Context: an optimization exercise on an open-source flow, tuned for small area, a short achievable clock period and few clock cycles. The choices shown serve that exercise and are no tape-out recipe.
In this exercise RTL edits were held to simulation tests only and were not proved equivalent to the original.
Power and IR drop assume default switching activity.

Design AtomBones, start of the top module:
 module AtomBones
(
    input   wire    clk_i,
    input   wire    rst_i,
    output  wire    [31:0]  imem_addr_o,     
    input   wire    [31:0]  imem_data_i,     
    output  wire            imem_valid_o,    
    input   wire            imem_ack_i,      
    output  wire    [31:0]  dmem_addr_o,     
    input   wire    [31:0]  dmem_data_i,     
    output  wire    [31:0]  dmem_data_o,     
    output  wire    [3:0]   dmem_sel_o,      
    output  wire            dmem_we_o,       
    output  wire            dmem_valid_o,    
    input   wire            dmem_ack_i       
);
Size: roughly 7800 cells after synthesis, about 170 I/O pins, roughly 0.087 mm^2 of cells after synthesis.
export LEC_CHECK = 0
export CAP_MARGIN = 30
export CORE_MARGIN = 2
export CORE_UTILIZATION = 60
export SLEW_MARGIN = 20
export SYNTH_HIERARCHICAL = 1
export SYNTH_MINIMUM_KEEP_SIZE = 0
create_clock -name core_clock -period 135.0 [get_ports {clk_i}]
standard.sh (not shown) runs the stock make flow with config.mk's settings and CLKGATE_MAP_FILE= SYNTH_SCRIPT=/design/flow/synth_recipe.tcl, a recipe that flattens the netlist after the stock synthesis.
==> flow/flow/run.sh <==
#!/bin/bash
# Layout flow: the standard flow (standard.sh) with repair_timing asked to
# work the paths to and from the ports down to a 28.6 ns period (setup
# margin 106.4 ns at the 135 ns clock), no gate cloning, and faster port
# buffers. Tool output goes to standard.log here.
bash standard.sh SETUP_SLACK_MARGIN=106.4 SKIP_GATE_CLONING=1 "BUFFER_PORTS_ARGS=-buffer_cell sky130_fd_sc_hd__buf_2" finish > standard.log 2>&1
The first run finished with timing, DRC and antenna clean.
Testbench counts at the start, summed over its fixed seeds: cycles 515,098.
Rerun with:
==> flow/flow/run.sh (replaced) <==
#!/bin/bash
# Layout flow: the standard flow (standard.sh) with repair_timing asked to
# work the paths to and from the ports down to a 28.6 ns period (setup
# margin 106.4 ns at the 135 ns clock), no gate cloning, faster port
# buffers, and a clock tree of smaller buffers without dummy loads.
# Tool output goes to standard.log here.
bash standard.sh SETUP_SLACK_MARGIN=106.4 SKIP_GATE_CLONING=1 \
  "BUFFER_PORTS_ARGS=-buffer_cell sky130_fd_sc_hd__buf_2" \
  "CTS_ARGS=-sink_clustering_enable -repair_clock_nets -dont_use_dummy_load -buf_list {sky130_fd_sc_hd__clkbuf_4 sky130_fd_sc_hd__clkbuf_8}" \
  finish > standard.log 2>&1
--- a/flow/config.mk
+++ b/flow/config.mk
@@ -8,5 +8,5 @@
 export CAP_MARGIN = 30
 export CORE_MARGIN = 2
-export CORE_UTILIZATION = 60
+export CORE_UTILIZATION = 45
 export SLEW_MARGIN = 20
 export SYNTH_HIERARCHICAL = 1
The changed run finished with timing, DRC and antenna clean.
Non-clock buffer count increases by 47.
Global-route usage decreases by 14 points.
Worst hold slack degrades by 0.048 ns.
Wire length decreases by 0.35%.
Synthesized cell count stays the same.
Total power decreases by 9.2%.
Clock power decreases by 25%.
Core utilization decreases by 17 points.
Cell count increases by 5.8%.
Via count decreases by 3.8%.
Rerun with:
--- a/flow/flow/run.sh
+++ b/flow/flow/run.sh
@@ -7,4 +7,4 @@
 bash standard.sh SETUP_SLACK_MARGIN=106.4 SKIP_GATE_CLONING=1 \
   "BUFFER_PORTS_ARGS=-buffer_cell sky130_fd_sc_hd__buf_2" \
-  "CTS_ARGS=-sink_clustering_enable -repair_clock_nets -dont_use_dummy_load -buf_list {sky130_fd_sc_hd__clkbuf_4 sky130_fd_sc_hd__clkbuf_8}" \
+  "CTS_ARGS=-sink_clustering_enable -repair_clock_nets -dont_use_dummy_load -buf_list {sky130_fd_sc_hd__clkbuf_4}" \
   finish > standard.log 2>&1
--- a/flow/config.mk
+++ b/flow/config.mk
@@ -8,5 +8,5 @@
 export CAP_MARGIN = 30
 export CORE_MARGIN = 2
-export CORE_UTILIZATION = 45
+export CORE_UTILIZATION = 50
 export SLEW_MARGIN = 20
 export SYNTH_HIERARCHICAL = 1
=> Global-route usage increases by 6.4 points; clock power came out lower by 6.9%; design area is about the same; setup slack degrades by 0.42 ns; critical path depth goes down by 1; die area shrinks by 9.9%; worst hold slack is better by 0.011 ns; total power is lower by 1.6%; routed wire length climbs by 3.8%.

Starting RTL as in the previous note.
Settings: LEC_CHECK=0, CAP_MARGIN=30, CORE_MARGIN=2, CORE_UTILIZATION=45, SLEW_MARGIN=20, SYNTH_HIERARCHICAL=1, SYNTH_MINIMUM_KEEP_SIZE=0; clock period 135.0 ns.
==> flow/flow/run.sh <==
#!/bin/bash
# Layout flow: the standard flow (standard.sh) with repair_timing asked to
# work the paths to and from the ports down to a 28.6 ns period (setup
# margin 106.4 ns at the 135 ns clock), no gate cloning, faster port
# buffers, and a clock tree of smaller buffers without dummy loads.
# Tool output goes to standard.log here.
bash standard.sh SETUP_SLACK_MARGIN=106.4 SKIP_GATE_CLONING=1 \
  "BUFFER_PORTS_ARGS=-buffer_cell sky130_fd_sc_hd__buf_2" \
  "CTS_ARGS=-sink_clustering_enable -repair_clock_nets -dont_use_dummy_load -buf_list {sky130_fd_sc_hd__clkbuf_8}" \
  finish > standard.log 2>&1
The baseline completed without violations.
Testbench counts at the start, summed over its fixed seeds: cycles 515,098.
Edit:
--- a/flow/flow/run.sh
+++ b/flow/flow/run.sh
@@ -8,3 +8,3 @@
   "BUFFER_PORTS_ARGS=-buffer_cell sky130_fd_sc_hd__buf_2" \
-  "CTS_ARGS=-sink_clustering_enable -repair_clock_nets -dont_use_dummy_load -buf_list {sky130_fd_sc_hd__clkbuf_8}" \
+  "CTS_ARGS=-sink_clustering_enable -repair_clock_nets -dont_use_dummy_load -sink_clustering_size 20 -buf_list {sky130_fd_sc_hd__clkbuf_4 sky130_fd_sc_hd__clkbuf_8}" \
   finish > standard.log 2>&1
CORE_UTILIZATION = 50   (was 45)
=> The changed run ran to the end with no violations. Final cell count falls by 1.5%. Die area falls by 9.9%. Global-route usage rises by 6.1 points. First-iteration DRC count falls by 2.8%. Sequential power stays flat.

== build 45 ==
Another version of the RTL of AtomBones (not shown whole).
Size: roughly 7600 cells after synthesis, roughly 1300 flip-flops, ~170 I/O pins.
Settings: LEC_CHECK=0, CAP_MARGIN=30, CORE_MARGIN=2, CORE_UTILIZATION=45, SLEW_MARGIN=20, SYNTH_HIERARCHICAL=1, SYNTH_MINIMUM_KEEP_SIZE=0; clock period 135.0 ns.
==> flow/flow/run.sh <==
#!/bin/bash
# Layout flow: the standard flow (standard.sh) with repair_timing asked to
# work the paths to and from the ports down to a 29.5 ns period (setup
# margin 105.5 ns at the 135 ns clock), no gate cloning, faster port
# buffers, and a clock tree of smaller buffers without dummy loads.
# Tool output goes to standard.log here.
bash standard.sh SETUP_SLACK_MARGIN=105.5 SKIP_GATE_CLONING=1 \
  "BUFFER_PORTS_ARGS=-buffer_cell sky130_fd_sc_hd__buf_2" \
  "CTS_ARGS=-sink_clustering_enable -repair_clock_nets -dont_use_dummy_load -buf_list {sky130_fd_sc_hd__clkbuf_4 sky130_fd_sc_hd__clkbuf_8}" \
  finish > standard.log 2>&1
Testbench counts of build 45, summed over its fixed seeds: cycles 515,098.
> inputs changed (build 45 -> build 72)
==> flow/flow/run.sh <==
#!/bin/bash
# Layout flow: the standard flow (standard.sh) with repair_timing asked to
# work the paths to and from the ports down to a 28.7 ns period (setup
# margin 106.3 ns at the 135 ns clock), no gate cloning, faster port
# buffers, and a clock tree of smaller buffers without dummy loads.
# Tool output goes to standard.log here.
bash standard.sh SETUP_SLACK_MARGIN=106.3 SKIP_GATE_CLONING=1 \
  "BUFFER_PORTS_ARGS=-buffer_cell sky130_fd_sc_hd__buf_2" \
  "CTS_ARGS=-sink_clustering_enable -repair_clock_nets -dont_use_dummy_load -buf_list {sky130_fd_sc_hd__clkbuf_4 sky130_fd_sc_hd__clkbuf_8}" \
  finish > standard.log 2>&1
==> comparison <==
Of the two values seen for source of the critical timing path, atom_core.m_data[11] was produced by build 72 and atom_core.m_data[10] by build 45. Taking build 45 as the reference point, the clock latency on the worst-skew pair of build 72 rises by 0.02 ns. From build 45 to build 72 the numbers moved as follows: proportion of cell area occupied by registers lower; ratio of routed vias to standard cells higher. [compare] base=build 45 new=build 72: combined flip-flop and latch cell area saw little to no change; routed wire length saw little to no change; share of total power in combinational logic saw an increase.
[inputs] build 18 vs build 72
==> flow/flow/run.sh <==
#!/bin/bash
# Layout flow: the standard flow (standard.sh) with repair_timing asked to
# work the paths to and from the ports down to a 28.9 ns period (setup
# margin 106.1 ns at the 135 ns clock), no gate cloning, faster port
# buffers, and a clock tree of smaller buffers without dummy loads.
# Tool output goes to standard.log here.
bash standard.sh SETUP_SLACK_MARGIN=106.1 SKIP_GATE_CLONING=1 \
  "BUFFER_PORTS_ARGS=-buffer_cell sky130_fd_sc_hd__buf_2" \
  "CTS_ARGS=-sink_clustering_enable -repair_clock_nets -dont_use_dummy_load -buf_list {sky130_fd_sc_hd__clkbuf_4 sky130_fd_sc_hd__clkbuf_8}" \
  finish > standard.log 2>&1
### Flow results
Relative to build 72, stage delay of the slowest cell on the critical path increased by 0.17 ns in build 18.
Summary of the comparison: transition at the pin with the smallest max-transition slack is higher in build 18, relative to build 72.
Comparing wire length on met2 for build 18 and build 72, the smaller number came from build 72.
On number of I/O pins, build 18 tracks build 72 almost exactly.
Number of standard-cell rows in the floorplan came out exactly the same in build 18 and build 72.
Build 72 has a higher highest attainable clock frequency than build 18.
## Diff of input files: build 4 against build 18
Settings: CORE_UTILIZATION: 45 -> 40.
==> flow/flow/run.sh <==
#!/bin/bash
# Layout flow: the standard flow (standard.sh) with repair_timing asked to
# work the paths to and from the ports down to a 28.6 ns period (setup
# margin 106.4 ns at the 135 ns clock), no gate cloning, faster port
# buffers, and a clock tree of smaller buffers without dummy loads.
# Tool output goes to standard.log here.
bash standard.sh SETUP_SLACK_MARGIN=106.4 SKIP_GATE_CLONING=1 \
  "BUFFER_PORTS_ARGS=-buffer_cell sky130_fd_sc_hd__buf_2" \
  "CTS_ARGS=-sink_clustering_enable -repair_clock_nets -dont_use_dummy_load -buf_list {sky130_fd_sc_hd__clkbuf_4 sky130_fd_sc_hd__clkbuf_8}" \
  finish > standard.log 2>&1
[summary]
NOTE floorplan die area build 18->build 4 increased by more than 10%
Comparing build 18 and build 4, the lower internal portion of total power was measured on build 18.
Build 4 -> build 18: number of logic inverters in the finished layout flat
Areal power density over the cells is higher on build 4
Compared with build 18, in build 4 combined global-route utilization of all metal layers went down 3.6 points, shortest clock period the worst path allows after layout went down 0.23 ns.
The estimated power of build 4 ends up higher than the estimate for build 18.

AtomBones, a different RTL version from the one above (not shown whole).
Size in the first run: roughly 7600 cells after synthesis.
Settings: LEC_CHECK=0, CAP_MARGIN=30, CORE_MARGIN=2, CORE_UTILIZATION=45, SLEW_MARGIN=20, SYNTH_HIERARCHICAL=1, SYNTH_MINIMUM_KEEP_SIZE=0; clock period 135.0 ns.
==> flow/flow/run.sh <==
#!/bin/bash
# Layout flow: the standard flow (standard.sh) with repair_timing asked to
# work the paths to and from the ports down to a 28.6 ns period (setup
# margin 106.4 ns at the 135 ns clock), no gate cloning, faster port
# buffers, and a clock tree of smaller buffers without dummy loads.
# Tool output goes to standard.log here.
bash standard.sh SETUP_SLACK_MARGIN=106.4 SKIP_GATE_CLONING=1 \
  "BUFFER_PORTS_ARGS=-buffer_cell sky130_fd_sc_hd__buf_2" \
  "CTS_ARGS=-sink_clustering_enable -repair_clock_nets -dont_use_dummy_load -buf_list {sky130_fd_sc_hd__clkbuf_4 sky130_fd_sc_hd__clkbuf_8}" \
  finish > standard.log 2>&1
Testbench counts at the start, summed over its fixed seeds: cycles 515,098.
Change:
--- a/flow/config.mk
+++ b/flow/config.mk
@@ -9,4 +9,5 @@
 export CORE_MARGIN = 2
 export CORE_UTILIZATION = 45
+export PLACE_DENSITY = 0.75
 export SLEW_MARGIN = 20
 export SYNTH_HIERARCHICAL = 1
Result:
- critical path depth came out lower by 1
- first-iteration DRC count came out higher by about 8%
- setup slack got worse by 160 ps
- synthesized cell count is unchanged
- utilization stays flat
- synthesized area does not change
- routed wire length came out higher by 3.0%
- non-clock buffer count came out higher by 34
- sequential power stays flat
- combinational power came out higher by about 2%
Change:
--- a/flow/config.mk
+++ b/flow/config.mk
@@ -9,5 +9,5 @@
 export CORE_MARGIN = 2
 export CORE_UTILIZATION = 45
-export PLACE_DENSITY = 0.75
+export GPL_TIMING_DRIVEN = 0
 export SLEW_MARGIN = 20
 export SYNTH_HIERARCHICAL = 1
Result: Utilization increases by 2.6 points. Global-route usage increases by 4.9 points. Count of clock-buffer cells in the layout increases by 3. Synthesized area stays the same. Clock skew increases by 76 ps. Total power increases by a few percent. Routed wire length increases by roughly a tenth. Maximum frequency hardly moves. Sequential share of layout area decreases by 2.0 points. Final area increases by a few percent.
Change:
==> flow/flow/run.sh (replaced) <==
#!/bin/bash
# Layout flow: the standard flow (standard.sh) with repair_timing asked to
# work the paths to and from the ports down to a 28.4 ns period (setup
# margin 106.6 ns at the 135 ns clock), no gate cloning, faster port
# buffers, and a clock tree of smaller buffers without dummy loads.
# Tool output goes to standard.log here.
bash standard.sh SETUP_SLACK_MARGIN=106.6 SKIP_GATE_CLONING=1 \
  "BUFFER_PORTS_ARGS=-buffer_cell sky130_fd_sc_hd__buf_2" \
  "CTS_ARGS=-sink_clustering_enable -repair_clock_nets -dont_use_dummy_load -buf_list {sky130_fd_sc_hd__clkbuf_4 sky130_fd_sc_hd__clkbuf_8}" \
  finish > standard.log 2>&1
--- a/flow/config.mk
+++ b/flow/config.mk
@@ -9,5 +9,4 @@
 export CORE_MARGIN = 2
 export CORE_UTILIZATION = 45
-export GPL_TIMING_DRIVEN = 0
 export SLEW_MARGIN = 20
 export SYNTH_HIERARCHICAL = 1
What happened: The new run went through all stages and came out clean; clock power went up by a few percent; routed wire length went down by roughly a tenth; via count went down by a few percent; global-route usage went down by 4.3 points; register-to-register slack gets better by 1400 ps; setup slack gets better by 82 ps; clock-buffer cell count went up by 5; cell count went down by a few percent; power went down by a few percent; first-iteration DRC count went down by a little under a tenth.

Setup of P:
AtomBones, a different RTL version from the one above (not shown whole).
For scale: about 7400 cells after synthesis.
export LEC_CHECK = 0
export CAP_MARGIN = 30
export CORE_MARGIN = 2
export CORE_UTILIZATION = 52
export SLEW_MARGIN = 20
export SYNTH_HIERARCHICAL = 1
export SYNTH_MINIMUM_KEEP_SIZE = 0
create_clock -name core_clock -period 135.0 [get_ports {clk_i}]
==> flow/flow/run.sh <==
#!/bin/bash
# Layout flow: the standard flow (standard.sh) with repair_timing asked to
# work the paths to and from the ports down to a 28.6 ns period (setup
# margin 106.4 ns at the 135 ns clock), no gate cloning, faster port
# buffers, and a clock tree of smaller buffers without dummy loads.
# Tool output goes to standard.log here.
bash standard.sh SETUP_SLACK_MARGIN=106.4 SKIP_GATE_CLONING=1 \
  "BUFFER_PORTS_ARGS=-buffer_cell sky130_fd_sc_hd__buf_2" \
  "CTS_ARGS=-sink_clustering_enable -repair_clock_nets -dont_use_dummy_load -buf_list {sky130_fd_sc_hd__clkbuf_4 sky130_fd_sc_hd__clkbuf_8}" \
  finish > standard.log 2>&1
P ran to completion and came out clean on the timing, DRC and antenna checks.
Testbench counts of P, summed over its fixed seeds: cycles 515,098.
Here is what was changed in the inputs of Q compared with P.
- swapping 52 for 45 in CORE_UTILIZATION
==> comparison <==
Q vs P, timing startpoint of the critical path: imem_data_i[3] vs imem_data_i[4]
Maximum resistive drop on vdd: higher on P
Compared with P, in Q routed wire length on met3 went down 13%, count of cells along the worst hold path closely matched the old numbers, fill cell instance count of the final layout increased 3229, non-clock buffer count in the final layout increased 5.8%.
Max routed wire length across P and Q: Q
In the tables for P and Q, final period demand of the worst path reads higher with P.

## lane 1
RTL: one of the versions met above, not the one the previous note started from.
For scale: ~7600 cells after synthesis, about 1300 flip-flops, roughly 170 I/O pins, about 0.085 mm^2 of cells after synthesis.
Design AtomBones, start of the top module:
 module AtomBones
(
    input   wire    clk_i,
    input   wire    rst_i,
    output  wire    [31:0]  imem_addr_o,     
    input   wire    [31:0]  imem_data_i,     
    output  wire            imem_valid_o,    
    input   wire            imem_ack_i,      
    output  wire    [31:0]  dmem_addr_o,     
    input   wire    [31:0]  dmem_data_i,     
    output  wire    [31:0]  dmem_data_o,     
    output  wire    [3:0]   dmem_sel_o,      
    output  wire            dmem_we_o,       
    output  wire            dmem_valid_o,    
    input   wire            dmem_ack_i       
);
==> flow/config.mk <==
export PLATFORM = sky130hd
export DESIGN_NAME = AtomBones
export DESIGN_NICKNAME = AtomBones
export VERILOG_FILES = /design/flow/design.v
export SDC_FILE = /design/flow/constraint.sdc
export NUM_CORES = 8
export LEC_CHECK = 0
export CAP_MARGIN = 30
export CORE_MARGIN = 2
export CORE_UTILIZATION = 45
export SLEW_MARGIN = 20
export SYNTH_HIERARCHICAL = 1
export SYNTH_MINIMUM_KEEP_SIZE = 0
==> flow/constraint.sdc <==
create_clock -name core_clock -period 135.0 [get_ports {clk_i}]
set_input_delay 27.0000 -clock core_clock [delete_from_list [all_inputs] [get_ports {clk_i}]]
set_output_delay 27.0000 -clock core_clock [all_outputs]
set_load 0.01 [all_outputs]
==> flow/flow/run.sh <==
#!/bin/bash
# Layout flow: the standard flow (standard.sh) with repair_timing asked to
# work the paths to and from the ports down to a 29.2 ns period (setup
# margin 105.8 ns at the 135 ns clock), no gate cloning, faster port
# buffers, and a clock tree of smaller buffers without dummy loads.
# Tool output goes to standard.log here.
bash standard.sh SETUP_SLACK_MARGIN=105.8 SKIP_GATE_CLONING=1 \
  "BUFFER_PORTS_ARGS=-buffer_cell sky130_fd_sc_hd__buf_2" \
  "CTS_ARGS=-sink_clustering_enable -repair_clock_nets -dont_use_dummy_load -buf_list {sky130_fd_sc_hd__clkbuf_4 sky130_fd_sc_hd__clkbuf_8}" \
  finish > standard.log 2>&1
Testbench counts of lane 1, summed over its fixed seeds: cycles 515,098.
#### Input delta (lane 2 over lane 1)
==> flow/flow/run.sh <==
#!/bin/bash
# Layout flow: the standard flow (standard.sh) with repair_timing asked to
# work the paths to and from the ports down to a 28.6 ns period (setup
# margin 106.4 ns at the 135 ns clock), no gate cloning, faster port
# buffers, and a clock tree of smaller buffers without dummy loads.
# Tool output goes to standard.log here.
bash standard.sh SETUP_SLACK_MARGIN=106.4 SKIP_GATE_CLONING=1 \
  "BUFFER_PORTS_ARGS=-buffer_cell sky130_fd_sc_hd__buf_2" \
  "CTS_ARGS=-sink_clustering_enable -repair_clock_nets -dont_use_dummy_load -buf_list {sky130_fd_sc_hd__clkbuf_4 sky130_fd_sc_hd__clkbuf_8}" \
  finish > standard.log 2>&1
[summary]
Fmax: lane 2 above lane 1. Looking at post-route clock skew across both flows, lane 2 is the weaker of the two, with lane 1 ahead. Per the comparison of lane 2 with lane 1, worst-case headroom to the max-slew limit now smaller; total stage count of the critical path went up 1; wire length of the first global-routing pass essentially unchanged. Comparing post-route clock period utilization for lane 2 and lane 1, the smaller number came from lane 2. ~same clock-pin slew on the worst setup and hold paths in lane 2 and lane 1. Relative to lane 1, initial detailed-routing violation count has gone up in lane 2. ~same max capacitance violation total in lane 2 and lane 1. Lane 2 vs lane 1, combinational share of power went up by 2.0 points. Clock power: lane 1 vs lane 2, no meaningful difference.

afterwards: timing with drivers on the ports:
How much do the figures lean on ideal ports? The routed layouts below were timed once more, with nothing changed but the port constraints.
Step 1 assumes that a clkbuf_16 drives the clock port and a buf_2 every other input.
Step 2, shift: input delay + t, output delay - t, t = (earliest + latest rising clock arrival at the registers) / 2. This alone moves slack from input paths to output paths.
a / b / c = ideal ports / drivers / drivers and shift; a / b = the first two.
run	t, ns	setup WS [ns]	clock arrival spread, ns	slew at the worst register clock pin (ns)
the first run of note 1	0.884	106.325 / 106.241 / 105.554	0.081 / 0.082	0.09 / 0.09
the second run of note 1	1.013	106.221 / 106.141 / 105.458	0.266 / 0.266	0.07 / 0.07
the third run of note 1	1.441	105.806 / 105.706 / 105.163	0.232 / 0.232	0.08 / 0.08
the first run of note 2	1.013	106.221 / 106.141 / 105.458	0.266 / 0.266	0.07 / 0.07
the second run of note 2	1.050	106.181 / 106.094 / 105.449	0.209 / 0.209	0.07 / 0.07
build 45	1.032	105.912 / 105.818 / 105.362	0.157 / 0.157	0.07 / 0.07
build 72	1.041	106.192 / 106.101 / 105.421	0.185 / 0.185	0.07 / 0.07
build 18	1.038	106.075 / 105.988 / 105.328	0.116 / 0.116	0.07 / 0.07
build 4	1.038	106.302 / 106.216 / 105.425	0.165 / 0.165	0.07 / 0.07
the first run of note 4	1.022	106.298 / 106.213 / 105.538	0.141 / 0.141	0.07 / 0.07
the second run of note 4	1.008	106.135 / 106.055 / 105.439	0.146 / 0.145	0.07 / 0.07
the third run of note 4	1.018	106.197 / 106.108 / 105.495	0.221 / 0.221	0.07 / 0.07
the fourth run of note 4	1.034	106.279 / 106.186 / 105.649	0.203 / 0.204	0.07 / 0.07
P	1.063	105.877 / 105.939 / 104.876	0.147 / 0.147	0.09 / 0.09
Q	1.099	105.935 / 105.991 / 104.893	0.167 / 0.167	0.07 / 0.07
lane 1	1.032	105.912 / 105.818 / 105.362	0.157 / 0.157	0.07 / 0.07
lane 2	1.030	106.219 / 106.133 / 105.492	0.193 / 0.193	0.07 / 0.07
After both steps setup and hold are still met in every run listed. The setup slack of Q, which loses most, moves by +0.056 ns with the drivers and by -1.042 ns with both steps.
